Background: an optimization exercise with open tools, aiming at small area, a short achievable clock period and few clock cycles. Do not read the settings as production practice. At most, simulation tests tie the RTL to the original design; equivalence was not proved. No functional check of the RTL was part of run 5.

==> flow/design.v, too long to show whole: its modules and the start of the top module <==
// module lr_sq: 947 lines
// module lr_mxy: 1683 lines
// module lr_q1: 267 lines
// module lr_q2: 347 lines
// module lr_dstage: 192 lines
// module lr_tm: 75 lines
// module lr_ta: 123 lines
// module lr_add28: 116 lines
// module lr_add20: 84 lines
// module lr_add10: 44 lines
// module lr_add9: 40 lines
// module LinearRegressor: 125 lines
// module lr_tstep: 14 lines
// module lr_b0: 13 lines
module LinearRegressor(input clk, rst, start, input [19:0] x_in, y_in, output [7:0] addr, output [19:0] Vect_E, output err_valid, output ready);
  // ...
==> flow/run.sh <==
#!/bin/bash
# synth_recipe.tcl (not shown) runs the flow's synth.tcl, then flattens the netlist and writes it again
# the make line also repeats each setting of config.mk as NAME=value (left out here)
make -C /OpenROAD-flow-scripts/flow DESIGN_CONFIG=/design/flow/config.mk WORK_HOME=/design/flow/orfs CLKGATE_MAP_FILE= SYNTH_SCRIPT=/design/flow/synth_recipe.tcl finish
==> flow/config.mk <==
export PLATFORM = sky130hd
export DESIGN_NAME = LinearRegressor
export DESIGN_NICKNAME = LinearRegressor
export VERILOG_FILES = /design/flow/design.v
export SDC_FILE = /design/flow/constraint.sdc
export NUM_CORES = 8
export LEC_CHECK = 0
export ABC_AREA = 1
export CAP_MARGIN = 20
export CORE_MARGIN = 2
export CORE_UTILIZATION = 45
export PLACE_DENSITY = 0.6
export SLEW_MARGIN = 20
==> flow/constraint.sdc <==
create_clock -name core_clock -period 360.0 [get_ports {clk}]
set_input_delay 72.0000 -clock core_clock [delete_from_list [all_inputs] [get_ports {clk}]]
set_output_delay 72.0000 -clock core_clock [all_outputs]
set_load 0.01 [all_outputs]
==> metrics.md, run 1 <==
| Metric | Value |
|---|---|
| Tmin final | 73690 ps |
| CTS H-tree depth | 2 |
| Nets@finish | 6485 |
| Synth unique cells | 63 |
| Final core utilization | 49.1% |
| Critical path endpoint category | primary output |
| Multi-input gate share of the layout cell area | 63.3% |
| Worst skew pair latency | 660 ps |
| Worst R2R Path Depth | 156 |
| Dpl ws | 286950 ps |
| Max Cap Viol | 0 |
| FMAX | 13.6 MHz |
| Synth Net Count | 6537 |
| Met2 Use GR | 42.4% |
| Crit path kind | reg2out |
| Synth Register Bits | 373 |
| Final setup fails | 0 |
| FP Rows | 117 |
| Status | finished clean |
| XOR/XNOR Fraction of Synth Area | 5.15% |
| Synth area leader | fa_1 |
| Routed vias | 35400 |
| Routed wire length | 134 mm |
| CP Cell Sequence | clkdlybuf4s50_1 |
| Synth Flop Type | dfxtp_1 |
| CTS Buffer Depth | 3 |
| Final Hold Fails | 0 |
| Number of buffers created by CTS | 50 |
| Worst Hold Class | reg2reg |
| GRT Util Overall | 26.6% |
| Min-Delay Path Depth | 2 |
| Non-Filler Instances | 6833 |
Testbench counts, summed over its fixed seeds: cycles 27,843.
==> module LinearRegressor, before the edit <==
module LinearRegressor(input clk, rst, start, input [19:0] x_in, y_in, output [7:0] addr, output [19:0] Vect_E, output err_valid, output ready);
	reg p_idle, p_sum, p_joint, p_div, p_res;
	reg [7:0] cnt;
	reg ev;
	wire c150 = (cnt == 8'd150);
	wire c27 = (cnt == 8'd27);
	wire last_sum = p_sum & c150;
	wire last_joint = p_joint & c27;
	wire last_div = p_div & c27;
	wire last_res = p_res & c150;
	wire first = p_sum & (cnt == 8'd1);
	wire keep = ~first;
	wire jlow = cnt < 8'd5;             
	wire dlive = cnt < 8'd23;           
	always @(posedge clk, posedge rst) begin
		if (rst) begin
			p_idle <= 1'b1; p_sum <= 1'b0; p_joint <= 1'b0; p_div <= 1'b0; p_res <= 1'b0;
			cnt <= 8'd0; ev <= 1'b0;
		end else begin
			p_idle <= (p_idle & ~start) | last_res;
			p_sum <= (p_idle & start) | (p_sum & ~c150);
			p_joint <= last_sum | (p_joint & ~c27);
			p_div <= last_joint | (p_div & ~c27);
			p_res <= last_div | (p_res & ~c150);
			cnt <= (p_idle | last_sum | last_joint | last_div | last_res) ? 8'd0 : (sk0 ? 8'd12 : cnt + 8'd1);
			ev <= p_res & (cnt != 8'd0);
		end
	end
	assign addr = cnt;
	assign ready = p_idle;
	assign err_valid = ev;
	reg [19:0] xr, yr;
	reg [27:0] SX, SY;
	reg [45:0] SXX, SXY;                
	reg [45:0] Q1;                      
	reg [45:0] QN;                      
	reg [7:0] rb, rd, R1h, R2h, h;
	reg [19:0] A;
	reg [17:0] M;                       
	reg skip;                           
	reg ovf;
	assign Vect_E = ~SXY[29:10];
	wire load = ~(p_joint | p_div);
	wire s = SX[27];
	wire t = SY[27];
	wire [8:0] ra9 = {rb, s};
	wire qa = ra9 >= 9'd150;
	wire [7:0] rb_n = qa ? ra9 - 9'd150 : ra9[7:0];
	wire [8:0] rc9 = {rd, t};
	wire qc = rc9 >= 9'd150;
	wire [7:0] rd_n = qc ? rc9 - 9'd150 : rc9[7:0];
	wire [10:0] U1 = {1'b0, R1h, 2'b00} + (s ? {1'b0, rb, 2'b01} : 11'd0);
	wire u1a = U1 >= 11'd600;
	wire [10:0] U1a = u1a ? U1 - 11'd600 : U1;
	wire u1b = U1a >= 11'd300;
	wire [10:0] U1b = u1b ? U1a - 11'd300 : U1a;
	wire u1c = U1b >= 11'd150;
	wire [10:0] U1c = u1c ? U1b - 11'd150 : U1b;
	wire [2:0] e1 = {u1a, u1b, u1c};
	wire [45:0] q1_n;
	lr_q1 HQ1(.q({Q1[43:0], ~SXX[45:44]}), .xa(s ? xr : 20'd0), .e(e1), .s(q1_n));
	wire [10:0] U2 = {1'b0, R2h, 2'b00} + (s ? {2'b0, rd, 1'b0} : 11'd0) + (t ? {2'b0, rb, 1'b0} : 11'd0) + {10'd0, s & t};
	wire u2a = U2 >= 11'd600;
	wire [10:0] U2a = u2a ? U2 - 11'd600 : U2;
	wire u2b = U2a >= 11'd300;
	wire [10:0] U2b = u2b ? U2a - 11'd300 : U2a;
	wire u2c = U2b >= 11'd150;
	wire [10:0] U2c = u2c ? U2b - 11'd150 : U2b;
	wire [2:0] e2 = {u2a, u2b, u2c};
	wire [45:0] q2_n;
	lr_q2 HQ2(.q({QN[43:0], ~SXY[45:44]}), .ya(s ? yr : 20'd0), .xb(t ? xr : 20'd0), .e(e2), .s(q2_n));
	wire big = ~&Q1[45:24];
	wire sk0 = p_div & (cnt == 8'd0) & big;
	wire n1 = (skip ? ~QN[23] : ~QN[45]) & dlive & p_div;
	wire n2 = (skip ? ~QN[22] : ~QN[44]) & dlive & p_div;
	wire [45:0] d1, d2;
	wire co1, co2;
	lr_dstage DS1(.rn({SXX, n1}), .nv(Q1), .d(d1), .co(co1));
	wire q1 = co1 & p_div & ~sk0;
	wire [45:0] r1 = q1 ? d1 : {SXX[44:0], n1};
	lr_dstage DS2(.rn({r1, n2}), .nv(Q1), .d(d2), .co(co2));
	wire q2 = co2 & p_div & ~sk0;
	wire [45:0] r2 = q2 ? d2 : {r1[44:0], n2};
	wire [17:0] m = {h, SX[9:0]};        
	wire [9:0] g = xr[19:10];            
	wire [17:0] M1, M2;
	wire [19:0] A1, A2;
	wire o1, o2;
	lr_tstep TS1(.q(q1), .A(A), .M(M), .m(m), .g(g), .An(A1), .Mn(M1), .ov(o1));
	lr_tstep TS2(.q(q2), .A(A1), .M(M1), .m(m), .g(g), .An(A2), .Mn(M2), .ov(o2));
	wire [19:0] c = yr;
	wire [19:0] b0;
	lr_b0 FB0(.c(c), .d(rd), .A(A), .B(M[17:10]), .ovf(ovf), .b0(b0));
	wire [45:0] sq_o;
	lr_sq SQ(.x(xr), .acc(SXX & {46{keep}}), .s(sq_o));
	wire [45:0] mx_o;
	wire [45:0] ra = p_res ? {16'd0, ~yr, 10'd0} : (SXY & {46{keep}});
	lr_mxy MXY(.u(xr), .w(p_res ? QN[19:0] : yr), .ra(ra), .rb(p_res ? Q1[19:0] : 20'd0), .z(mx_o));
	wire [27:0] sx_o, sy_o;
	wire sx_c, sy_c;
	lr_add28 ASX(.a(SX & {28{keep}}), .b({8'd0, xr & {20{p_sum}}}), .ci(1'b0), .s(sx_o), .co(sx_c));
	lr_add28 ASY(.a(SY & {28{keep}}), .b({8'd0, yr}), .ci(1'b0), .s(sy_o), .co(sy_c));
	always @(posedge clk) begin
		xr[19:10] <= load ? x_in[19:10] : (p_joint ? xr[18:9] : xr[19:10]);
		xr[9:0] <= load ? x_in[9:0] : {xr[8:0], qa};
		if (!p_div) yr <= load ? y_in : {yr[18:0], qc};
		SX <= p_joint ? {SX[26:0], SX[27]} : sx_o;
		SY <= p_joint ? {SY[26:0], SY[27]} : sy_o;
		SXX <= (p_sum | (p_joint & jlow)) ? sq_o : (sk0 ? {22'd0, ~QN[45:22]} : r2);
		SXY <= (p_joint & ~jlow) ? {SXY[43:0], 2'b00} : mx_o;
		rb <= p_joint ? rb_n : 8'd0;
		rd <= p_sum ? 8'd0 : (p_joint ? rd_n : rd);
		R1h <= p_joint ? U1c[7:0] : 8'd0;
		R2h <= p_joint ? U2c[7:0] : 8'd0;
		if (p_joint && cnt == 8'd17) h <= rb_n;
		if (p_joint) Q1 <= q1_n;
		else if (p_res && cnt == 8'd0) Q1[19:0] <= b0;
		if (p_joint) QN <= q2_n;
		else if (p_div) QN <= {QN[43:0], q1, q2};
		A <= p_div ? A2 : 20'd0;
		M <= p_div ? M2 : 18'd0;
		skip <= p_div & (skip | sk0);
		ovf <= p_div & (ovf | o1 | o2);
	end
endmodule
==> run 2: changes to the inputs <==
--- a/flow/design.v
+++ b/flow/design.v
@@ -3942,3 +3942,3 @@
 			p_res <= last_div | (p_res & ~c150);
-			cnt <= (p_idle | last_sum | last_joint | last_div | last_res) ? 8'd0 : (sk0 ? 8'd12 : cnt + 8'd1);
+			cnt <= (p_idle | last_joint | last_div | last_res) ? 8'd0 : (last_sum ? {5'd0, k0} : (sk0 ? 8'd12 : cnt + 8'd1));
 			ev <= p_res & (cnt != 8'd0);
@@ -3955,4 +3955,4 @@
 	reg [7:0] rb, rd, R1h, R2h, h;
-	reg [19:0] A;
-	reg [17:0] M;                       
+	wire [19:0] A = SXY[19:0];
+	wire [17:0] M = SXY[37:20];          
 	reg skip;                           
@@ -3961,4 +3961,5 @@
 	wire load = ~(p_joint | p_div);
-	wire s = SX[27];
-	wire t = SY[27];
+	wire [4:0] bi = 5'd27 - cnt[4:0];      
+	wire s = SX[bi];
+	wire t = SY[bi];
 	wire [8:0] ra9 = {rb, s};
@@ -4019,3 +4020,5 @@
 	lr_add28 ASX(.a(SX & {28{keep}}), .b({8'd0, xr & {20{p_sum}}}), .ci(1'b0), .s(sx_o), .co(sx_c));
-	lr_add28 ASY(.a(SY & {28{keep}}), .b({8'd0, yr}), .ci(1'b0), .s(sy_o), .co(sy_c));
+	lr_add28 ASY(.a(SY & {28{keep}}), .b({8'd0, yr & {20{p_sum}}}), .ci(1'b0), .s(sy_o), .co(sy_c));
+	wire [4:0] lz = sx_o[27:23] | sy_o[27:23];
+	wire [2:0] k0 = lz[4] ? 3'd0 : lz[3] ? 3'd1 : lz[2] ? 3'd2 : lz[1] ? 3'd3 : lz[0] ? 3'd4 : 3'd5;
 	always @(posedge clk) begin
@@ -4024,6 +4027,7 @@
 		if (!p_div) yr <= load ? y_in : {yr[18:0], qc};
-		SX <= p_joint ? {SX[26:0], SX[27]} : sx_o;
-		SY <= p_joint ? {SY[26:0], SY[27]} : sy_o;
+		SX <= sx_o;
+		SY <= sy_o;
 		SXX <= (p_sum | (p_joint & jlow)) ? sq_o : (sk0 ? {22'd0, ~QN[45:22]} : r2);
-		SXY <= (p_joint & ~jlow) ? {SXY[43:0], 2'b00} : mx_o;
+		SXY[45:38] <= (p_joint & ~jlow) ? SXY[43:36] : mx_o[45:38];
+		SXY[37:0] <= p_div ? {M2, A2} : ((p_joint & ~jlow) ? {SXY[35:0], 2'b00} : mx_o[37:0]);
 		rb <= p_joint ? rb_n : 8'd0;
@@ -4037,4 +4041,2 @@
 		else if (p_div) QN <= {QN[43:0], q1, q2};
-		A <= p_div ? A2 : 20'd0;
-		M <= p_div ? M2 : 18'd0;
 		skip <= p_div & (skip | sk0);
--- a/flow/config.mk
+++ b/flow/config.mk
@@ -8,6 +8,7 @@
 export ABC_AREA = 1
-export CAP_MARGIN = 20
+export CAP_MARGIN = 5
 export CORE_MARGIN = 2
 export CORE_UTILIZATION = 45
+export CTS_BUF_LIST = sky130_fd_sc_hd__clkbuf_4
 export PLACE_DENSITY = 0.6
-export SLEW_MARGIN = 20
+export SLEW_MARGIN = 5
==> metrics.md, run 2 <==
| Metric | Value |
|---|---|
| Status | finished clean (unchanged) |
| Worst Path Required | 288000 ps (about the same) |
| First-pass GRT wire length | 226 mm (was 213 mm) |
| Crit path kind | reg2out (unchanged) |
| Post-synth EDFFs | 130 (unchanged) |
| Beginning of the worst hold path | SXY[41]$_DFF_P_ (was SXY[39]$_DFF_P_) |
| FMAX | 13.4 MHz (was 13.6 MHz) |
| Input/output buffers | 72 (unchanged) |
| Max Cap Viol | 0 (unchanged) |
| Synth Flop Type | dfxtp_1 (unchanged) |
| # fillers | 9575 (was 9914) |
| Worst path slowest cell | dfrtp_1 (was dfstp_2) |
| CTS tree | built (unchanged) |
| Area contributors post-synth | fa_1, inv_1, edfxtp_1 (was fa_1, dfxtp_1, nand2_1) |
| WHS | 459 ps (was 445 ps) |
| Initial DRC Count | 2838 (was 3038) |
| Final core utilization | 49.1% (about the same) |
| Critical path endpoint category | primary output (unchanged) |
| Origin of the critical flop-to-flop path | cnt[0]$_DFF_PP0_ (was cnt[5]$_DFF_PP0_) |
| Grt total ovfl | 0 (unchanged) |
| Share of cells above drive strength 1 | 6.91% (was 5.91%) |
| FF-to-FF End | SXY[19]$_DFF_P_ (was ovf$_DFF_P_) |
| Hold worst-path end | SXY[43]$_DFF_P_ (was SXY[41]$_DFF_P_) |
| Synth area leader | fa_1 (unchanged) |
| Die height | 320 um (was 324 um) |
| Final setup TNS | 0 ps (unchanged) |
| Num ports | 73 (unchanged) |
| Critical Path AT | 2640 ps (was 1690 ps) |
| Ys async rst share | 4.18% (was 3.75%) |
| Initial antenna violation count | 7 (was 5) |
| Commonest non-fill, non-tap cell in the layout | inv_1 (was nand2_1) |
| DIE WIDTH | 320 um (was 324 um) |
| CP max stage delay | 1040 ps (was 540 ps) |
| PostCTS Resize Cnt | 0 (unchanged) |
| Setup bufs post-CTS | 0 (unchanged) |
| Worst R2R Path Depth | 158 (was 156) |
| Actual slew at the worst max-slew pin | 1260 ps (was 1090 ps) |
| Min-Delay Path Depth | 2 (unchanged) |
| Vias/cell | 5.37 (was 5.18) |
| Post-synthesis sequential area ratio | 18.0% (was 19.2%) |
| HPWL after detailed placement | 109 mm (was 98.5 mm) |
| Most frequent cells in the layout | inv_1, nand2_1, fa_1, nor2_1, o21ai_0 (was nand2_1, inv_1, fa_1, o21ai_0, ha_1) |
| Cell Area, Synth | 45000 um2 (was 46000 um2) |
| Mapped Cells | 5370 (was 5474) |
| Worst Setup Start Kind | flip-flop (unchanged) |
| Routed wire length | 147 mm (was 134 mm) |
| CP max FO | 32 (was 3) |
| CTS H-tree depth | 3 (was 2) |
| Worst setup path startpoint | cnt[0]$_DFF_PP0_ (was p_idle$_DFF_PP1_) |
| FP Rows | 115 (was 117) |
| # hold bufs at CTS | 0 (unchanged) |
| Die area | 103000 um2 (was 105000 um2) |
| Routed vias | 36300 (was 35400) |
| Number of buffers created by CTS | 98 (was 50) |
| Worst reg-to-reg setup slack | 306520 ps (was 308100 ps) |
| Mean area per synthesized cell | 8.38 um2 (was 8.39 um2) |
| Synth unique cells | 64 (was 63) |
| Synth top area share | 33.4% (was 32.7%) |
| DR pass1 iterations | 7 (unchanged) |
| Worst Hold Class | reg2reg (unchanged) |
| Initial Util | 45.6% (was 45.2%) |
| Largest net degree at the start of global routing | 79 (was 203) |
| Commonest cells in the netlist | inv_1, nand2_1, fa_1 (was nand2_1, inv_1, fa_1) |
| WP buf/inv | 1 (unchanged) |
| Wire length per cell | 21.7 um (was 19.6 um) |
| RePlAce Congestion | 0.982 (was 0.915) |
| Synth Register Bits | 335 (was 373) |
| Synth-to-Final Area Change | 7.76% (was 8.52%) |
| Tmin final | 74640 ps (was 73690 ps) |
| CP Cell Sequence | clkdlybuf4s50_1 (unchanged) |
| Layout Skew | 109 ps (was 35.2 ps) |
| Most frequent cell after synthesis | inv_1 (was nand2_1) |
| Final setup fails | 0 (unchanged) |
| DR DRC count | 0 (unchanged) |
| Period utilization | 20.7% (was 20.5%) |
| Core Area | 98700 um2 (was 102000 um2) |
| GRT Util Overall | 29.3% (was 26.6%) |
| Crit-path leading delay family | flip-flops (unchanged) |
| CTS root buffer | clkbuf_4 (was clkbuf_16) |
| Final Hold Fails | 0 (unchanged) |
| Worst skew pair latency | 950 ps (was 660 ps) |
| RSZ-0062 raised after global routing | no (unchanged) |
| Slew HR | 15.8% (was 27.2%) |
| Synth Net Count | 6437 (was 6537) |
| Final slew viol count | 0 (unchanged) |
| Nets@finish | 6455 (was 6485) |
| Clock Pin Slew Worst Setup and Hold Paths | 70 ps (was 60 ps) |
| CTS Sinks | 335 (was 373) |
| Vias in the first global route | 37600 (was 36200) |
| Syn. warnings | 1 (unchanged) |
| CTS Buffer Depth | 3 (unchanged) |
| Routed Antenna Nets | 0 (unchanged) |
-- run 2: area by class of cell --
cell class / instances / area (um2) / share of cell area, %
diodes: 7 / 17.5 / 0.0361
clock buffers: 134 / 1010 / 2.08
clock inverters: 49 / 294 / 0.607
inverters: 1170 / 4390 / 9.06
multi-input cells: 3598 / 31500 / 65.0
flip-flops and latches: 335 / 8090 / 16.7
well taps: 1287 / 1610 / 3.32
repair buffers: 185 / 1570 / 3.24
-- run 2: stage by stage --
stage / std cells / area [um2] / worst slack, ps
floorplan: 5370 / 45000 / 287460
global placement: 6575 / 47200 / 286290
detailed placement: 6575 / 47200 / 286270
CTS: 6758 / 48500 / 285300
global route: 6761 / 48500 / 285250
finish: 6765 / 48500 / 285360
-- run 2: worst max-delay path by stage --
stage,endpoint,cells past startpoint,slack [ps]
2_1_floorplan,ready,0,287460
3_3_place_gp,addr[0],1,286290
3_5_place_dp,addr[0],1,286270
4_1_cts,addr[0],1,285300
5_1_grt,addr[0],1,285250
6_report,addr[0],1,285360
-- run 2: kinds of logic (layout without fill, tap and decap cells) --
logic type / after synthesis / in the layout / share of synthesized area [%]
buf+inv: 1437 / 1538 / 12.1
fa+ha+maj: 1024 / 1024 / 41.0
compound gates: 696 / 696 / 8.84
simple gates: 1604 / 1604 / 14.7
flops: 335 / 335 / 18.0
mux: 1 / 1 / 0.0250
xor+xnor: 273 / 273 / 5.33
other cells: 0 / 7 / 0
-- run 2: routing by layer --
layer | wire length, um | vias to the layer above | global-route usage, %
li1 | - | 16500 | -
met2 | 66500 | 1547 | 47.0
met4 | 7920 | 6 | 13.1
met5 | 38 | - | 0
met3 | 13800 | 438 | 7.08
met1 | 58400 | 17800 | 37.5
Testbench counts of run 2, summed over its fixed seeds: cycles 27,506.
==> run 3: changes to the inputs <==
--- a/flow/config.mk
+++ b/flow/config.mk
@@ -8,7 +8,6 @@
 export ABC_AREA = 1
-export CAP_MARGIN = 5
+export CAP_MARGIN = 20
 export CORE_MARGIN = 2
 export CORE_UTILIZATION = 45
-export CTS_BUF_LIST = sky130_fd_sc_hd__clkbuf_4
 export PLACE_DENSITY = 0.6
-export SLEW_MARGIN = 5
+export SLEW_MARGIN = 20
==> metrics.md, run 3 <==
| Metric | Value |
|---|---|
| Final setup TNS | 0 ps (unchanged) |
| Status | finished clean (unchanged) |
| Ys async rst share | 4.18% (unchanged) |
| Largest net degree at the start of global routing | 79 (unchanged) |
| DIE WIDTH | 320 um (unchanged) |
| Post-synthesis sequential area ratio | 18.0% (unchanged) |
| Synth area leader | fa_1 (unchanged) |
| FP Rows | 115 (unchanged) |
| Actual slew at the worst max-slew pin | 1090 ps (was 1260 ps) |
| Post-DP Area | 47200 um2 (about the same) |
| Setup bufs post-CTS | 0 (unchanged) |
| Vias/cell | 5.39 (was 5.37) |
| Initial antenna violation count | 3 (was 7) |
| Placed insts | 6575 (unchanged) |
| Routed vias | 35900 (was 36300) |
| DR DRC count | 0 (unchanged) |
| Crit path capture | addr[0] (unchanged) |
| WHS | 463 ps (was 459 ps) |
| Number of buffers created by CTS | 42 (was 98) |
| FMAX | 13.5 MHz (was 13.4 MHz) |
| CTS H-tree depth | 2 (was 3) |
| GRT Util Overall | 29.1% (was 29.3%) |
| Crit path kind | reg2out (unchanged) |
| Area contributors post-synth | fa_1, inv_1, edfxtp_1 (unchanged) |
| FF-to-FF End | SXY[19]$_DFF_P_ (unchanged) |
| Commonest non-fill, non-tap cell in the layout | inv_1 (unchanged) |
| Mean area per synthesized cell | 8.38 um2 (unchanged) |
| Routed Antenna Nets | 0 (unchanged) |
| Worst path slowest cell | dfrtp_1 (unchanged) |
| Final worst setup slack | 285670 ps (was 285360 ps) |
| Critical Path AT | 2330 ps (was 2640 ps) |
| Die area | 103000 um2 (unchanged) |
| HPWL after detailed placement | 109 mm (about the same) |
| CP max stage delay | 1040 ps (about the same) |
| Input/output buffers | 72 (unchanged) |
| Worst setup path startpoint | cnt[0]$_DFF_PP0_ (unchanged) |
| WP buf/inv | 1 (unchanged) |
| Worst Hold Class | reg2reg (unchanged) |
| CP Cell Sequence | clkdlybuf4s50_1 (unchanged) |
| Clock Pin Slew Worst Setup and Hold Paths | 60 ps (was 70 ps) |
| Nets@finish | 6400 (was 6455) |
| Synth unique cells | 64 (unchanged) |
| Worst Setup Start Kind | flip-flop (unchanged) |
| Period utilization | 20.6% (was 20.7%) |
| Final Hold Fails | 0 (unchanged) |
| Routed wire length | 146 mm (was 147 mm) |
| CTS tree | built (unchanged) |
| Critical path endpoint category | primary output (unchanged) |
| Final setup fails | 0 (unchanged) |
| Slew HR | 27.5% (was 15.8%) |
| Num ports | 73 (unchanged) |
| Layout Skew | 21.8 ps (was 109 ps) |
| Synth top area share | 33.4% (unchanged) |
| Mapped Cells | 5370 (unchanged) |
| Cell area after layout | 48600 um2 (was 48500 um2) |
| Share of cells above drive strength 1 | 5.50% (was 6.91%) |
| Final slew viol count | 0 (unchanged) |
| Most frequent cells in the layout | inv_1, nand2_1, fa_1, nor2_1, o21ai_0 (unchanged) |
| Initial Util | 45.6% (unchanged) |
| Worst R2R Path Depth | 158 (unchanged) |
| DR pass1 iterations | 7 (unchanged) |
| Final core utilization | 49.2% (was 49.1%) |
| Cell Area, Synth | 45000 um2 (unchanged) |
| Synth Net Count | 6437 (unchanged) |
| PostCTS Resize Cnt | 0 (unchanged) |
| Tmin final | 74330 ps (was 74640 ps) |
| CTS Sinks | 335 (unchanged) |
| Syn. warnings | 1 (unchanged) |
| Die height | 320 um (unchanged) |
| Max Cap Viol | 0 (unchanged) |
| Synth Flop Type | dfxtp_1 (unchanged) |
| Non-Filler Instances | 6654 (was 6765) |
| Vias in the first global route | 36900 (was 37600) |
| Worst Path Required | 288000 ps (about the same) |
| Crit-path leading delay family | flip-flops (unchanged) |
| # hold bufs at CTS | 0 (unchanged) |
| Most frequent cell after synthesis | inv_1 (unchanged) |
| Wire length per cell | 22.0 um (was 21.7 um) |
| RSZ-0062 raised after global routing | no (unchanged) |
| Core Area | 98700 um2 (unchanged) |
| Worst skew pair latency | 590 ps (was 950 ps) |
| Commonest cells in the netlist | inv_1, nand2_1, fa_1 (unchanged) |
| Worst reg-to-reg setup slack | 306490 ps (was 306520 ps) |
| Beginning of the worst hold path | SXY[41]$_DFF_P_ (unchanged) |
| Grt total ovfl | 0 (unchanged) |
| Synth-to-Final Area Change | 7.96% (was 7.76%) |
| Post-synth EDFFs | 130 (unchanged) |
| CTS Buffer Depth | 3 (unchanged) |
| CTS root buffer | clkbuf_16 (was clkbuf_4) |
| RePlAce Congestion | 0.982 (unchanged) |
| Origin of the critical flop-to-flop path | cnt[0]$_DFF_PP0_ (unchanged) |
| Dpl ws | 286270 ps (about the same) |
| CP max FO | 32 (unchanged) |
| WP depth | 1 (unchanged) |
| Synth Register Bits | 335 (unchanged) |
| Initial DRC Count | 3084 (was 2838) |
| First-pass GRT wire length | 225 mm (was 226 mm) |
| # fillers | 9508 (was 9575) |
run 3: cell counts after synthesis:
No cell type changed its count.
run 3: layout make-up:
cell class	count	area, um2	area share, %
sequential	335	8090	16.6
tap	1287	1610	3.32
multi-input combinational	3598	31500	64.9
antenna	2	5.00	0.0103
clock inverter	24	256	0.528
timing repair buffer	186	1600	3.29
clock buffer	52	1110	2.28
inverter	1170	4390	9.05
run 3: worst min-delay path by stage:
stage | endpoint | slack [ps] | cells past startpoint
2_1_floorplan | SXY[41]$_DFF_P_ | 430 | 2
3_3_place_gp | SXY[45]$_DFF_P_ | 440 | 2
3_5_place_dp | SXY[43]$_DFF_P_ | 450 | 2
4_1_cts | SXY[43]$_DFF_P_ | 470 | 2
5_1_grt | SXY[41]$_DFF_P_ | 480 | 2
6_report | SXY[43]$_DFF_P_ | 460 | 2
run 3: logic make-up after synthesis:
kind of cell             synth area share (%)
AO/OA/AOI/OAI                            8.84
XOR/XNOR                                 5.33
adder cells (fa/ha/maj)                  41.0
buffers and inverters                    12.1
flip-flops                               18.0
multiplexers                           0.0250
AND/OR/NAND/NOR                          14.7
run 3: routing by layer:
layer | GRT usage [%] | routed length (um) | vias up
met5 | 0 | 0 | -
met4 | 11.6 | 6990 | 0
met3 | 5.87 | 12700 | 350
met2 | 47.4 | 67300 | 1448
met1 | 38.1 | 59200 | 17800
li1 | - | - | 16300
==> run 4: changes to the inputs <==
==> flow/flow/run.sh (new file) <==
#!/bin/bash
# Layout flow: the standard synthesis, then flow/invopt.py re-chooses the inverters
# around the full adders (flip-flops, ports and cell names kept), then the standard
# layout from that netlist.  Each tool's output goes to its own log in this folder.
set -euo pipefail
R=orfs/results/${FLOW_PLATFORM}/LinearRegressor/base
bash standard.sh synth > synth.log 2>&1
cp "$R/1_2_yosys.v" "$R/1_2_yosys.std.v"
python3 flow/invopt.py "$R/1_2_yosys.std.v" "$R/1_2_yosys.v" 300 > invopt.log 2>&1
bash standard.sh > layout.log 2>&1
==> flow/flow/invopt.py (new file) <==
#!/usr/bin/env python3
"""Inverter clean-up on the synthesized netlist.

Yosys maps full adders onto fixed fa cells after ABC has chosen signal polarities, so the
netlist carries many inverters between adders.  This pass removes every inverter and puts
back as few as it can, choosing for each full adder whether it works on inverted signals
(FA(~a,~b,~c) = (~s,~co)) and for some gates whether to use their inverting or
non-inverting form (nand2 <-> and2, ...).  Flip-flops, ports and all other cells are kept
as they are, with the same names.
usage: invopt.py in.v out.v"""
import re, sys, collections

src = open(sys.argv[1]).read()
m = re.search(r'module\s+(\w+)\s*\((.*?)\);(.*)endmodule', src, re.S)
mod_name, portlist, body = m.group(1), m.group(2), m.group(3)
item_re = re.compile(r'(\s*(?:input|output|wire|inout)\b[^;]*;)|(\s*(sky130_fd_sc_hd__\w+)\s+(\\\S+|\S+)\s*\((.*?)\);)', re.S)
pin_re = re.compile(r'\.(\w+)\(\s*(\\\S+\s|[^()\s]+)\s*\)')
decls, cells = [], []
for im in item_re.finditer(body):
    if im.group(1):
        decls.append(im.group(1).strip())
    else:
        cells.append([im.group(3), im.group(4), {p: n.strip() for p, n in pin_re.findall(im.group(5))}])
assert item_re.sub('', body).strip() == ''

ports = set()
for d in decls:
    dm = re.match(r'(input|output|inout)\s*(\[(\d+):(\d+)\])?\s*(\S+)\s*;', d)
    if dm:
        if dm.group(2):
            a, b = int(dm.group(3)), int(dm.group(4))
            ports.update(f"{dm.group(5)}[{i}]" for i in range(min(a, b), max(a, b) + 1))
        else:
            ports.add(dm.group(5))

P = 'sky130_fd_sc_hd__'
INV_AREA = 3.7536
# inverting form (output Y) <-> non-inverting form (output X), with areas
SIB = {}
for a, b, aa, ba in [
        ('nand2_1', 'and2_1', 3.7536, 6.256), ('nor2_1', 'or2_1', 3.7536, 6.256),
        ('nand3_1', 'and3_1', 5.0048, 6.256), ('nor3_1', 'or3_1', 5.0048, 6.256),
        ('nand4_1', 'and4_1', 6.256, 8.7584), ('nor4_1', 'or4_1', 6.256, 7.5072),
        ('a21oi_1', 'a21o_1', 5.0048, 7.5072), ('o21ai_0', 'o21a_1', 5.0048, 7.5072),
        ('o21ai_1', 'o21a_1', 5.0048, 7.5072), ('a22oi_1', 'a22o_1', 7.5072, 8.7584),
        ('o22ai_1', 'o22a_1', 6.256, 8.7584), ('a211oi_1', 'a211o_1', 7.5072, 8.7584),
        ('o211ai_1', 'o211a_1', 7.5072, 10.0096), ('a31oi_1', 'a31o_1', 6.256, 8.7584),
        ('o31ai_1', 'o31a_1', 7.5072, 8.7584), ('nand2b_1', 'and2b_1', 6.256, 7.5072),
        ('nor2b_1', 'or2b_1', 6.256, 7.5072), ('a32oi_1', 'a32o_1', 8.7584, 10.0096),
        ('o32ai_1', 'o32a_1', 8.7584, 10.0096), ('a221oi_1', 'a221o_1', 8.7584, 10.0096),
        ('o221ai_1', 'o221a_1', 8.7584, 11.2608), ('a2bb2oi_1', 'a2bb2o_1', 8.7584, 10.0096),
        ('o2bb2ai_1', 'o2bb2a_1', 8.7584, 10.0096), ('a21boi_0', 'a21bo_1', 7.5072, 10.0096),
        ('o21bai_1', 'o21ba_1', 7.5072, 10.0096), ('a311oi_1', 'a311o_1', 8.7584, 10.0096),
        ('o311ai_0', 'o311a_1', 8.7584, 10.0096), ('a41oi_1', 'a41o_1', 8.7584, 10.0096),
        ('o41ai_1', 'o41a_1', 8.7584, 11.2608), ('nand3b_1', 'and3b_1', 7.5072, 8.7584),
        ('nor3b_1', 'or3b_1', 7.5072, 8.7584)]:
    SIB[P + a] = (P + b, 'Y', 'X', ba - aa)
    SIB[P + b] = (P + a, 'X', 'Y', aa - ba)
SIB[P + 'xor2_1'] = (P + 'xnor2_1', 'X', 'Y', 0.0)
SIB[P + 'xnor2_1'] = (P + 'xor2_1', 'Y', 'X', 0.0)

OUT = {'X', 'Y', 'Q', 'Q_N', 'COUT', 'SUM', 'HI', 'LO'}
def is_inv(t): return re.match(P + r'(inv|clkinv|clkinvlp)_\d+$', t) is not None
def is_fa(t): return t == P + 'fa_1'

drv = {}
for ci, (t, n, p) in enumerate(cells):
    for pin, net in p.items():
        if pin in OUT: drv[net] = ci

def root(net):
    par = 0
    while net in drv and is_inv(cells[drv[net]][0]):
        net = cells[drv[net]][2]['A']; par ^= 1
    return net, par

keep_inv = {ci for ci, c in enumerate(cells) if is_inv(c[0]) and c[2]['Y'] in ports}
cons = collections.defaultdict(list)   # root -> [(ci, pin, parity)]
for ci, (t, n, p) in enumerate(cells):
    if is_inv(t) and ci not in keep_inv: continue
    for pin, net in p.items():
        if pin in OUT: continue
        r, par = root(net)
        cons[r].append((ci, pin, par))

var = {}          # ci -> 0/1  (FA flip, or gate swap)
frozen = set()
for ci, (t, n, p) in enumerate(cells):
    if is_fa(t) or (t in SIB and ci not in keep_inv):
        var[ci] = 0
        if any(net in ports for pin, net in p.items() if pin in OUT): frozen.add(ci)
def avail(r):
    d = drv.get(r)
    return var.get(d, 0) if d is not None else 0
def need(r):
    a = avail(r)
    for ci, pin, par in cons[r]:
        f = var[ci] if is_fa(cells[ci][0]) else 0
        if par ^ f != a: return 1
    return 0
def affected(ci):
    t, n, p = cells[ci]
    rs = {net for pin, net in p.items() if pin in OUT}
    if is_fa(t): rs |= {root(p[x])[0] for x in ('A', 'B', 'CIN')}
    return rs
def local_cost(ci, rs):
    c = sum(need(r) for r in rs) * INV_AREA
    if cells[ci][0] in SIB and var[ci]: c += SIB[cells[ci][0]][3]
    return c
import random
rng = random.Random(1)
order = [ci for ci in var if ci not in frozen]
aff = {ci: affected(ci) for ci in order}
def total():
    return sum(need(r) for r in cons) * INV_AREA + sum(SIB[cells[ci][0]][3] for ci in var if var[ci] and cells[ci][0] in SIB)
def descend():
    for it in range(100):
        improved = False
        rng.shuffle(order)
        for ci in order:
            rs = aff[ci]
            before = local_cost(ci, rs)
            var[ci] ^= 1
            if local_cost(ci, rs) < before - 1e-9: improved = True
            else: var[ci] ^= 1
        if not improved: break
descend()
best = dict(var); bestc = total()
for restart in range(int(sys.argv[3]) if len(sys.argv) > 3 else 20):
    # perturb: flip a random 5% of the variables, then descend again
    for ci in rng.sample(order, max(1, len(order) // 20)): var[ci] ^= 1
    descend()
    c = total()
    if c < bestc - 1e-9: best = dict(var); bestc = c
    else: var.update(best)
var.update(best)

# rebuild
newcells, newwires, invnet = [], [], {}
def phys(r, want):
    if want == avail(r): return r
    if r not in invnet:
        nm = f"_invopt_{len(invnet)}_"
        invnet[r] = nm
        newwires.append(nm)
        newcells.append([P + 'inv_1', nm + 'i', {'A': r, 'Y': nm}])
    return invnet[r]
nflip = nswap = 0
for ci, (t, n, p) in enumerate(cells):
    if is_inv(t) and ci not in keep_inv: continue
    f = var.get(ci, 0)
    q = {}
    for pin, net in p.items():
        if pin in OUT: q[pin] = net
        else:
            r, par = root(net)
            q[pin] = phys(r, par ^ (f if is_fa(t) else 0))
    if f and t in SIB:
        nt, o_old, o_new, _ = SIB[t]
        q[o_new] = q.pop(o_old); t = nt; nswap += 1
    elif f: nflip += 1
    newcells.append([t, n, q])
def fmt(x): return x + ' ' if x.startswith('\\') else x
out = [f"/* inverters re-chosen by invopt.py */", f"module {mod_name}({portlist});"]
out += ["  " + d for d in decls] + [f"  wire {w};" for w in newwires]
for t, n, p in newcells:
    out.append(f"  {t} {fmt(n)} (" + ", ".join(f".{k}({fmt(v)})" for k, v in p.items()) + ");")
out.append("endmodule")
open(sys.argv[2], 'w').write("\n".join(out) + "\n")
ninv = sum(1 for c in cells if is_inv(c[0]))
print(f"invopt: inverters {ninv} -> {len(invnet) + len(keep_inv)}; "
      f"full adders flipped {nflip}, gates swapped {nswap}", file=sys.stderr)
==> flow/standard.sh (new file) <==
#!/bin/bash
# synth_recipe.tcl (not shown) runs the flow's synth.tcl, then flattens the netlist and writes it again
# the make line also repeats each setting of config.mk as NAME=value (left out here)
make -C /OpenROAD-flow-scripts/flow DESIGN_CONFIG=/design/flow/config.mk WORK_HOME=/design/flow/orfs CLKGATE_MAP_FILE= SYNTH_SCRIPT=/design/flow/synth_recipe.tcl "${@:-finish}"
removed: flow/run.sh
==> metrics.md, run 4 <==
| Metric | Value |
|---|---|
| Status | finished clean (unchanged) |
| CTS Sinks | 335 (unchanged) |
| Routed vias | 34300 (was 35900) |
| Critical path endpoint category | primary output (unchanged) |
| CP max stage delay | 660 ps (was 1040 ps) |
| Core Area | 94900 um2 (was 98700 um2) |
| Period utilization | 20.5% (was 20.6%) |
| Global route hottest layer | met2 (unchanged) |
| Share of cells above drive strength 1 | 5.84% (was 5.50%) |
| WP depth | 1 (unchanged) |
| Cell Area, Synth | 43100 um2 (was 45000 um2) |
| Worst setup path startpoint | cnt[2]$_DFF_PP0_ (was cnt[0]$_DFF_PP0_) |
| Layout Skew | 30.8 ps (was 21.8 ps) |
| PostCTS Resize Cnt | 0 (unchanged) |
| Commonest non-fill, non-tap cell in the layout | nand2_1 (was inv_1) |
| Final setup fails | 0 (unchanged) |
| Vias in the first global route | 34600 (was 36900) |
| Initial DRC Count | 3795 (was 3084) |
| Vias/cell | 5.73 (was 5.39) |
| Met2 Use GR | 44.7% (was 47.4%) |
| DIE WIDTH | 313 um (was 320 um) |
| Die area | 98200 um2 (was 103000 um2) |
| Slew HR | 23.9% (was 27.5%) |
| Initial Util | 45.4% (was 45.6%) |
| Final setup TNS | 0 ps (unchanged) |
| WP buf/inv | 1 (unchanged) |
| Clock Pin Slew Worst Setup and Hold Paths | 60 ps (about the same) |
| Syn. warnings | 1 (unchanged) |
| Input/output buffers | 72 (unchanged) |
| CTS root buffer | clkbuf_16 (unchanged) |
| Worst reg-to-reg setup slack | 310130 ps (was 306490 ps) |
| Final worst setup slack | 286050 ps (was 285670 ps) |
| CTS tree | built (unchanged) |
| # hold bufs at CTS | 0 (unchanged) |
| First-pass GRT wire length | 222 mm (was 225 mm) |
| DR DRC count | 0 (unchanged) |
| Final core utilization | 49.3% (was 49.2%) |
| Worst path slowest cell | clkdlybuf4s50_1 (was dfrtp_1) |
| Worst Path Required | 288000 ps (about the same) |
| Worst Setup Start Kind | flip-flop (unchanged) |
| Worst Hold Class | reg2reg (unchanged) |
| Final Hold Fails | 0 (unchanged) |
| RePlAce Congestion | 0.972 (was 0.982) |
| Final slew viol count | 0 (unchanged) |
| Nets@finish | 5755 (was 6400) |
| FMAX | 13.5 MHz (about the same) |
| Crit-path leading delay family | buffers and inverters (was flip-flops) |
| Largest net degree at the start of global routing | 102 (was 79) |
| # fillers | 8927 (was 9508) |
| Synth-to-Final Area Change | 8.61% (was 7.96%) |
| Actual slew at the worst max-slew pin | 1140 ps (was 1090 ps) |
| M1 GR Usage | 42.6% (was 38.1%) |
| Synth Net Count | 5795 (was 6437) |
| Wire length per cell | 24.5 um (was 22.0 um) |
| Initial antenna violation count | 15 (was 3) |
| Mean area per synthesized cell | 9.11 um2 (was 8.38 um2) |
| Worst skew pair latency | 640 ps (was 590 ps) |
| Tmin final | 73950 ps (was 74330 ps) |
| Mapped Cells | 4728 (was 5370) |
| GRT Util Overall | 30.4% (was 29.1%) |
| Grt total ovfl | 0 (unchanged) |
| Worst R2R Path Depth | 154 (was 158) |
| Most frequent cells in the layout | nand2_1, fa_1, inv_1, nor2_1, o21ai_0 (was inv_1, nand2_1, fa_1, nor2_1, o21ai_0) |
| GR Util met3 | 9.30% (was 5.87%) |
| Num ports | 73 (unchanged) |
| CTS H-tree depth | 2 (unchanged) |
| HPWL after detailed placement | 111 mm (was 109 mm) |
| Routed Antenna Nets | 0 (unchanged) |
| Dpl ws | 286730 ps (was 286270 ps) |
| CP max FO | 10 (was 32) |
| CP Cell Sequence | clkdlybuf4s50_1 (unchanged) |
| Crit path kind | reg2out (unchanged) |
| CTS Buffer Depth | 3 (unchanged) |
| Die height | 313 um (was 320 um) |
| Critical Path AT | 1950 ps (was 2330 ps) |
| FP Rows | 113 (was 115) |
| RSZ-0062 raised after global routing | no (unchanged) |
| Routed wire length | 147 mm (was 146 mm) |
| Max Cap Viol | 0 (unchanged) |
| DR pass1 iterations | 6 (was 7) |
| Crit path capture | addr[2] (was addr[0]) |
| Setup bufs post-CTS | 0 (unchanged) |
| Number of buffers created by CTS | 45 (was 42) |
| Origin of the critical flop-to-flop path | cnt[0]$_DFF_PP0_ (unchanged) |
| FF-to-FF End | SXY[19]$_DFF_P_ (unchanged) |
-- run 4: worst min path at each step --
stage                     from               to  slack, ps  depth (start not counted)
6_report       SXY[42]$_DFF_P_  SXY[44]$_DFF_P_        450                          2
5_1_grt        SXY[42]$_DFF_P_  SXY[44]$_DFF_P_        470                          2
4_1_cts        SXY[42]$_DFF_P_  SXY[44]$_DFF_P_        450                          2
3_5_place_dp   SXY[42]$_DFF_P_  SXY[44]$_DFF_P_        440                          2
3_3_place_gp   SXY[42]$_DFF_P_  SXY[44]$_DFF_P_        440                          2
2_1_floorplan  SXY[39]$_DFF_P_  SXY[41]$_DFF_P_        430                          2
-- run 4: cell type report --
cell class | instances | area (um2) | area share (%)
multi-input cells | 3598 | 32000 | 68.4
flip-flops and latches | 335 | 8090 | 17.3
inverters | 528 | 1980 | 4.24
well taps | 1265 | 1580 | 3.38
repair buffers | 180 | 1550 | 3.32
clock buffers | 61 | 1270 | 2.71
clock inverters | 22 | 294 | 0.628
diodes | 2 | 5.00 | 0.0107
-- run 4: through the flow --
step                hold slack (ps)  instances  instance area, um2
finish                          449       5991               46800
detailed placement              439       5904               45200
CTS                             451       5987               46700
global route                    473       5989               46800
floorplan                       426       4728               43100
global placement                443       5904               45200
-- run 4: per-layer routing --
metal,vias up,share of wire [%]
met5,-,0.037
met2,1798,42
li1,15100,-
met3,339,12
met1,17100,41
met4,8,4.2
==> module lr_tstep, before the edit <==
module lr_tstep(input q, input [19:0] A, input [17:0] M, m, input [9:0] g, output [19:0] An, output [17:0] Mn, output ov);
	wire [18:0] S;
	lr_tm TM(.q(q), .M(M), .m(m), .S(S));
	wire [8:0] U = S[18:10];
	wire ua = U >= 9'd300;
	wire [8:0] Ua = ua ? U - 9'd300 : U;
	wire ub = Ua >= 9'd150;
	wire [8:0] Ub = ub ? Ua - 9'd150 : Ua;
	assign Mn = {Ub[7:0], S[9:0]};
	wire [20:0] As;
	lr_ta TA(.q(q), .A(A), .g(g), .e({ua, ub}), .An(As));
	assign An = As[19:0];
	assign ov = A[19] | As[20];
endmodule
==> module lr_b0, before the edit <==
module lr_b0(input [19:0] c, input [7:0] d, input [19:0] A, input [7:0] B, input ovf, output [19:0] b0);
	localparam [19:0] K = 20'h1b4e8;     
	wire [19:0] D;
	wire nb;
	lr_add20 AD(.a(c), .b(~A), .ci(1'b1), .s(D), .co(nb));
	wire bgt = B > d;
	wire wrap = ovf | ~nb | ((D == 20'd0) & bgt);
	wire zneg = {1'b0, B} > {1'b0, d} + 9'd16;
	wire zbig = {1'b0, d} >= {1'b0, B} + 9'd134;
	wire [19:0] corr = wrap ? (zneg ? K - 20'd1 : (zbig ? K + 20'd1 : K)) : (bgt ? 20'hFFFFF : 20'd0);
	wire bc;
	lr_add20 AB(.a(D), .b(corr), .ci(1'b0), .s(b0), .co(bc));
endmodule
==> run 5: changes to the inputs <==
--- a/flow/design.v
+++ b/flow/design.v
@@ -3918,3 +3918,56 @@
 endmodule
+module lr_add8(input [7:0] a, b, input ci, output [7:0] s, output co);
+  wire n_1;
+  wire n_2;
+  wire n_3;
+  wire n_4;
+  wire n_5;
+  wire n_6;
+  wire n_7;
+  wire n_8;
+  wire n_9;
+  wire n_10;
+  wire n_11;
+  wire n_12;
+  wire n_13;
+  wire n_14;
+  wire n_15;
+  wire n_16;
+  assign n_1 = a[0] ^ b[0] ^ ci;
+  assign n_2 = (a[0] & b[0]) | (a[0] & ci) | (b[0] & ci);
+  assign n_3 = n_2 ^ a[1] ^ b[1];
+  assign n_4 = (n_2 & a[1]) | (n_2 & b[1]) | (a[1] & b[1]);
+  assign n_5 = n_4 ^ a[2] ^ b[2];
+  assign n_6 = (n_4 & a[2]) | (n_4 & b[2]) | (a[2] & b[2]);
+  assign n_7 = n_6 ^ a[3] ^ b[3];
+  assign n_8 = (n_6 & a[3]) | (n_6 & b[3]) | (a[3] & b[3]);
+  assign n_9 = n_8 ^ a[4] ^ b[4];
+  assign n_10 = (n_8 & a[4]) | (n_8 & b[4]) | (a[4] & b[4]);
+  assign n_11 = n_10 ^ a[5] ^ b[5];
+  assign n_12 = (n_10 & a[5]) | (n_10 & b[5]) | (a[5] & b[5]);
+  assign n_13 = n_12 ^ a[6] ^ b[6];
+  assign n_14 = (n_12 & a[6]) | (n_12 & b[6]) | (a[6] & b[6]);
+  assign n_15 = n_14 ^ a[7] ^ b[7];
+  assign n_16 = (n_14 & a[7]) | (n_14 & b[7]) | (a[7] & b[7]);
+  assign s = {n_15, n_13, n_11, n_9, n_7, n_5, n_3, n_1};
+  assign co = n_16;
+endmodule
 module LinearRegressor(input clk, rst, start, input [19:0] x_in, y_in, output [7:0] addr, output [19:0] Vect_E, output err_valid, output ready);
+	function [7:0] radd8; input [7:0] a, b; integer i; reg c;
+		begin c = 1'b0; for (i = 0; i < 8; i = i + 1) begin radd8[i] = a[i] ^ b[i] ^ c; c = (a[i] & b[i]) | (a[i] & c) | (b[i] & c); end end
+	endfunction
+	function [10:0] radd11; input [10:0] a, b; input ci; integer i; reg c;
+		begin c = ci; for (i = 0; i < 11; i = i + 1) begin radd11[i] = a[i] ^ b[i] ^ c; c = (a[i] & b[i]) | (a[i] & c) | (b[i] & c); end end
+	endfunction
+	function [10:0] red150; input [10:0] U; reg [2:0] e; reg [7:0] c;
+		begin
+			e = (U >= 11'd1050) ? 3'd7 : (U >= 11'd900) ? 3'd6 : (U >= 11'd750) ? 3'd5 : (U >= 11'd600) ? 3'd4 :
+			    (U >= 11'd450) ? 3'd3 : (U >= 11'd300) ? 3'd2 : (U >= 11'd150) ? 3'd1 : 3'd0;
+			case (e)    
+				3'd0: c = 8'd0; 3'd1: c = 8'd106; 3'd2: c = 8'd212; 3'd3: c = 8'd62;
+				3'd4: c = 8'd168; 3'd5: c = 8'd18; 3'd6: c = 8'd124; default: c = 8'd230;
+			endcase
+			red150 = {e, radd8(U[7:0], c)};
+		end
+	endfunction
 	reg p_idle, p_sum, p_joint, p_div, p_res;
@@ -3922,2 +3975,3 @@
 	reg ev;
+	reg [7:0] ar;                      
 	wire c150 = (cnt == 8'd150);
@@ -3932,2 +3986,3 @@
 	wire dlive = cnt < 8'd23;           
+	wire [7:0] cnt_n;
 	always @(posedge clk, posedge rst) begin
@@ -3935,3 +3990,3 @@
 			p_idle <= 1'b1; p_sum <= 1'b0; p_joint <= 1'b0; p_div <= 1'b0; p_res <= 1'b0;
-			cnt <= 8'd0; ev <= 1'b0;
+			cnt <= 8'd0; ar <= 8'd0; ev <= 1'b0;
 		end else begin
@@ -3942,3 +3997,4 @@
 			p_res <= last_div | (p_res & ~c150);
-			cnt <= (p_idle | last_joint | last_div | last_res) ? 8'd0 : (last_sum ? {5'd0, k0} : (sk0 ? 8'd12 : cnt + 8'd1));
+			cnt <= cnt_n;
+			ar <= cnt_n;
 			ev <= p_res & (cnt != 8'd0);
@@ -3946,3 +4002,4 @@
 	end
-	assign addr = cnt;
+	assign cnt_n = (p_idle | last_joint | last_div | last_res) ? 8'd0 : (last_sum ? {5'd0, k0} : (sk0 ? 8'd12 : radd8(cnt, 8'd1)));
+	assign addr = ar;
 	assign ready = p_idle;
@@ -3966,24 +4023,14 @@
 	wire qa = ra9 >= 9'd150;
-	wire [7:0] rb_n = qa ? ra9 - 9'd150 : ra9[7:0];
+	wire [7:0] rb_n = radd8(ra9[7:0], qa ? 8'd106 : 8'd0);       
 	wire [8:0] rc9 = {rd, t};
 	wire qc = rc9 >= 9'd150;
-	wire [7:0] rd_n = qc ? rc9 - 9'd150 : rc9[7:0];
-	wire [10:0] U1 = {1'b0, R1h, 2'b00} + (s ? {1'b0, rb, 2'b01} : 11'd0);
-	wire u1a = U1 >= 11'd600;
-	wire [10:0] U1a = u1a ? U1 - 11'd600 : U1;
-	wire u1b = U1a >= 11'd300;
-	wire [10:0] U1b = u1b ? U1a - 11'd300 : U1a;
-	wire u1c = U1b >= 11'd150;
-	wire [10:0] U1c = u1c ? U1b - 11'd150 : U1b;
-	wire [2:0] e1 = {u1a, u1b, u1c};
+	wire [7:0] rd_n = radd8(rc9[7:0], qc ? 8'd106 : 8'd0);
+	wire [10:0] U1 = radd11({1'b0, R1h, 2'b00}, s ? {1'b0, rb, 2'b01} : 11'd0, 1'b0);
+	wire [10:0] V1 = red150(U1);
+	wire [2:0] e1 = V1[10:8];
 	wire [45:0] q1_n;
 	lr_q1 HQ1(.q({Q1[43:0], ~SXX[45:44]}), .xa(s ? xr : 20'd0), .e(e1), .s(q1_n));
-	wire [10:0] U2 = {1'b0, R2h, 2'b00} + (s ? {2'b0, rd, 1'b0} : 11'd0) + (t ? {2'b0, rb, 1'b0} : 11'd0) + {10'd0, s & t};
-	wire u2a = U2 >= 11'd600;
-	wire [10:0] U2a = u2a ? U2 - 11'd600 : U2;
-	wire u2b = U2a >= 11'd300;
-	wire [10:0] U2b = u2b ? U2a - 11'd300 : U2a;
-	wire u2c = U2b >= 11'd150;
-	wire [10:0] U2c = u2c ? U2b - 11'd150 : U2b;
-	wire [2:0] e2 = {u2a, u2b, u2c};
+	wire [10:0] U2 = radd11(radd11({1'b0, R2h, 2'b00}, s ? {2'b0, rd, 1'b0} : 11'd0, s & t), t ? {2'b0, rb, 1'b0} : 11'd0, 1'b0);
+	wire [10:0] V2 = red150(U2);
+	wire [2:0] e2 = V2[10:8];
 	wire [45:0] q2_n;
@@ -4034,4 +4081,4 @@
 		rd <= p_sum ? 8'd0 : (p_joint ? rd_n : rd);
-		R1h <= p_joint ? U1c[7:0] : 8'd0;
-		R2h <= p_joint ? U2c[7:0] : 8'd0;
+		R1h <= p_joint ? V1[7:0] : 8'd0;
+		R2h <= p_joint ? V2[7:0] : 8'd0;
 		if (p_joint && cnt == 8'd17) h <= rb_n;
@@ -4048,8 +4095,10 @@
 	lr_tm TM(.q(q), .M(M), .m(m), .S(S));
-	wire [8:0] U = S[18:10];
+	wire [8:0] U = S[18:10];            
 	wire ua = U >= 9'd300;
-	wire [8:0] Ua = ua ? U - 9'd300 : U;
-	wire ub = Ua >= 9'd150;
-	wire [8:0] Ub = ub ? Ua - 9'd150 : Ua;
-	assign Mn = {Ub[7:0], S[9:0]};
+	wire ub = ~ua & (U >= 9'd150);
+	wire [7:0] c = ua ? 8'd212 : (ub ? 8'd106 : 8'd0);    
+	wire [7:0] bs;
+	wire bc;
+	lr_add8 AB(.a(U[7:0]), .b(c), .ci(1'b0), .s(bs), .co(bc));
+	assign Mn = {bs, S[9:0]};
 	wire [20:0] As;
@@ -4064,6 +4113,10 @@
 	lr_add20 AD(.a(c), .b(~A), .ci(1'b1), .s(D), .co(nb));
-	wire bgt = B > d;
+	wire [8:0] z;
+	wire zc;
+	lr_add9 AZ(.a({1'b0, d}), .b({1'b1, ~B}), .ci(1'b1), .s(z), .co(zc));    
+	wire [8:0] z16 = z + 9'd16;
+	wire bgt = z[8];                     
+	wire zneg = z16[8];                  
+	wire zbig = ~z16[8] & (z16[7:0] >= 8'd150);
 	wire wrap = ovf | ~nb | ((D == 20'd0) & bgt);
-	wire zneg = {1'b0, B} > {1'b0, d} + 9'd16;
-	wire zbig = {1'b0, d} >= {1'b0, B} + 9'd134;
 	wire [19:0] corr = wrap ? (zneg ? K - 20'd1 : (zbig ? K + 20'd1 : K)) : (bgt ? 20'hFFFFF : 20'd0);
==> metrics.md, run 5 <==
| Metric | Value |
|---|---|
| Worst skew pair latency | 620 ps (was 640 ps) |
| Status | finished clean (unchanged) |
| Mean area per synthesized cell | 9.50 um2 (was 9.11 um2) |
| # fillers | 8856 (was 8927) |
| CTS Sinks | 335 (unchanged) |
| Die area | 96100 um2 (was 98200 um2) |
| Input/output buffers | 72 (unchanged) |
| Layout Skew | 34.6 ps (was 30.8 ps) |
| Wire length per cell | 24.5 um (about the same) |
| Final Hold Fails | 0 (unchanged) |
| Worst path slowest cell | dfrtp_1 (was clkdlybuf4s50_1) |
| CTS Buffer Depth | 3 (unchanged) |
| Critical Path AT | 2280 ps (was 1950 ps) |
| DIE WIDTH | 310 um (was 313 um) |
| RSZ-0062 raised after global routing | no (unchanged) |
| Min-Delay Path Depth | 2 (unchanged) |
| Hold worst-path end | SXY[43]$_DFF_P_ (was SXY[44]$_DFF_P_) |
| Commonest non-fill, non-tap cell in the layout | nand2_1 (unchanged) |
| FP Rows | 112 (was 113) |
| Origin of the critical flop-to-flop path | ar[0]$_DFF_PP0_ (was cnt[0]$_DFF_PP0_) |
| First-pass GRT wire length | 211 mm (was 222 mm) |
| CP max FO | 31 (was 10) |
| Worst R2R Path Depth | 156 (was 154) |
| Synth Net Count | 5517 (was 5795) |
| Cell Area, Synth | 42100 um2 (was 43100 um2) |
| # hold bufs at CTS | 0 (unchanged) |
| Final core utilization | 48.8% (was 49.3%) |
| Initial antenna violation count | 5 (was 15) |
| CTS root buffer | clkbuf_16 (unchanged) |
| Crit-path leading delay family | flip-flops (was buffers and inverters) |
| Routed wire length | 139 mm (was 147 mm) |
| DR DRC count | 0 (unchanged) |
| Worst reg-to-reg setup slack | 308960 ps (was 310130 ps) |
| Nets@finish | 5457 (was 5755) |
| DR pass1 iterations | 6 (unchanged) |
| Worst Setup Start Kind | flip-flop (unchanged) |
| Tmin final | 74280 ps (was 73950 ps) |
| Worst Hold Class | reg2reg (unchanged) |
| CTS tree | built (unchanged) |
| FMAX | 13.5 MHz (about the same) |
| WP buf/inv | 1 (unchanged) |
| RePlAce Congestion | 0.980 (was 0.972) |
| Synth-to-Final Area Change | 7.72% (was 8.61%) |
| Beginning of the worst hold path | SXY[41]$_DFF_P_ (was SXY[42]$_DFF_P_) |
| Grt total ovfl | 0 (unchanged) |
| CTS H-tree depth | 2 (unchanged) |
| Worst Path Required | 288000 ps (about the same) |
| Crit path kind | reg2out (unchanged) |
| Number of buffers created by CTS | 45 (unchanged) |
| Num ports | 73 (unchanged) |
| Core Area | 93000 um2 (was 94900 um2) |
| Vias in the first global route | 33200 (was 34600) |
| Routed Antenna Nets | 0 (unchanged) |
| Mapped Cells | 4437 (was 4728) |
| HPWL after detailed placement | 102 mm (was 111 mm) |
| Largest net degree at the start of global routing | 89 (was 102) |
| Slew HR | 25.6% (was 23.9%) |
| Initial DRC Count | 2712 (was 3795) |
| Max Cap Viol | 0 (unchanged) |
| Clock Pin Slew Worst Setup and Hold Paths | 60 ps (about the same) |
| Period utilization | 20.6% (was 20.5%) |
| Routed vias | 31900 (was 34300) |
| PostCTS Resize Cnt | 0 (unchanged) |
| Syn. warnings | 1 (unchanged) |
| Critical path endpoint category | primary output (unchanged) |
| CP max stage delay | 980 ps (was 660 ps) |
| Die height | 310 um (was 313 um) |
| CP Cell Sequence | clkdlybuf4s50_1 (unchanged) |
| Final setup TNS | 0 ps (unchanged) |
| Share of cells above drive strength 1 | 5.69% (was 5.84%) |
| FF-to-FF End | SXY[19]$_DFF_P_ (unchanged) |
| Setup bufs post-CTS | 0 (unchanged) |
| GRT Util Overall | 29.8% (was 30.4%) |
| Vias/cell | 5.63 (was 5.73) |
| Initial Util | 45.3% (was 45.4%) |
| Final setup fails | 0 (unchanged) |
| Most frequent cells in the layout | nand2_1, fa_1, inv_1, nor2_1, ha_1 (was nand2_1, fa_1, inv_1, nor2_1, o21ai_0) |
| Final slew viol count | 0 (unchanged) |
| Actual slew at the worst max-slew pin | 1120 ps (was 1140 ps) |
## run 5: worst max-delay path by stage
stage	from	end	slack (ps)	cells after the start
after floorplan	p_idle$_DFF_PP1_	ready	287460	0
after global placement	ar[0]$_DFF_PP0_	addr[0]	286340	1
after detailed placement	ar[0]$_DFF_PP0_	addr[0]	286320	1
after CTS	ar[0]$_DFF_PP0_	addr[0]	285660	1
after global routing	ar[0]$_DFF_PP0_	addr[0]	285600	1
final	ar[0]$_DFF_PP0_	addr[0]	285720	1
## run 5: area by class of cell
type                            instances  area (um2)  area share, %
Antenna cell                            3        7.51         0.0165
Sequential cell                       335        8080           17.8
Inverter                              514        1930           4.25
Clock inverter                         20         188          0.413
Clock buffer                           63        1300           2.86
Multi-Input combinational cell       3320       30900           68.1
Timing Repair Buffer                  161        1390           3.06
Tap cell                             1254        1570           3.46
## run 5: metal layers
layer  global-route usage (%)  vias to the layer above  part of all wire (%)
met5                        0                        -                 0.014
met4                     14.1                        4                   5.6
met3                     6.55                      349                   9.0
met2                     47.4                     1448                    46
met1                     38.7                    16200                    40
li1                         -                    13900                     -
## run 5: tightest hold or removal path: cells and delay by family (launching register included)
| kind | cells | cell delay, ps |
|---|---|---|
| DFF | 1 | 320 |
| and+or+nand+nor | 2 | 100 |
## run 5: per-stage QoR
stage / setup slack (ps) / hold WS (ps) / cell area, um2 / instances
floorplan: 287460 / 426 / 42100 / 4437
global placement: 286340 / 438 / 43900 / 5584
detailed placement: 286320 / 440 / 43900 / 5584
CTS: 285660 / 462 / 45400 / 5667
global route: 285600 / 473 / 45400 / 5667
finish: 285720 / 458 / 45400 / 5670

-- afterwards: timing with drivers on the ports --
The results above use ideal ports. As a check the final layouts listed here were re-extracted and re-timed, cells and wires unchanged. Step 1, drivers: a clkbuf_16 drives clk and a buf_2 each remaining input, both assumed. Step 2, shift: input delay + t, output delay - t, t = (earliest + latest rising clock arrival at the registers) / 2. This alone moves slack from input paths to output paths. Three values: no drivers, after step 1, after step 2; two values: the first two.
| run | shift t [ns] | setup WS [ns] | worst register clock-pin slew, ns | worst data-port slew with drivers (ns) |
|---|---|---|---|---|
| run 1 | 0.706 | 286.307 / 286.243 / 286.949 | 0.07 / 0.07 | 0.05 |
| run 2 | 0.963 | 285.357 / 285.292 / 286.255 | 0.08 / 0.08 | 0.04 |
| run 3 | 0.647 | 285.669 / 285.601 / 286.248 | 0.07 / 0.07 | 0.04 |
| run 4 | 0.688 | 286.053 / 285.990 / 286.677 | 0.07 / 0.07 | 0.07 |
| run 5 | 0.672 | 285.717 / 285.651 / 286.323 | 0.07 / 0.07 | 0.05 |
After both steps setup and hold are still met in every run listed.
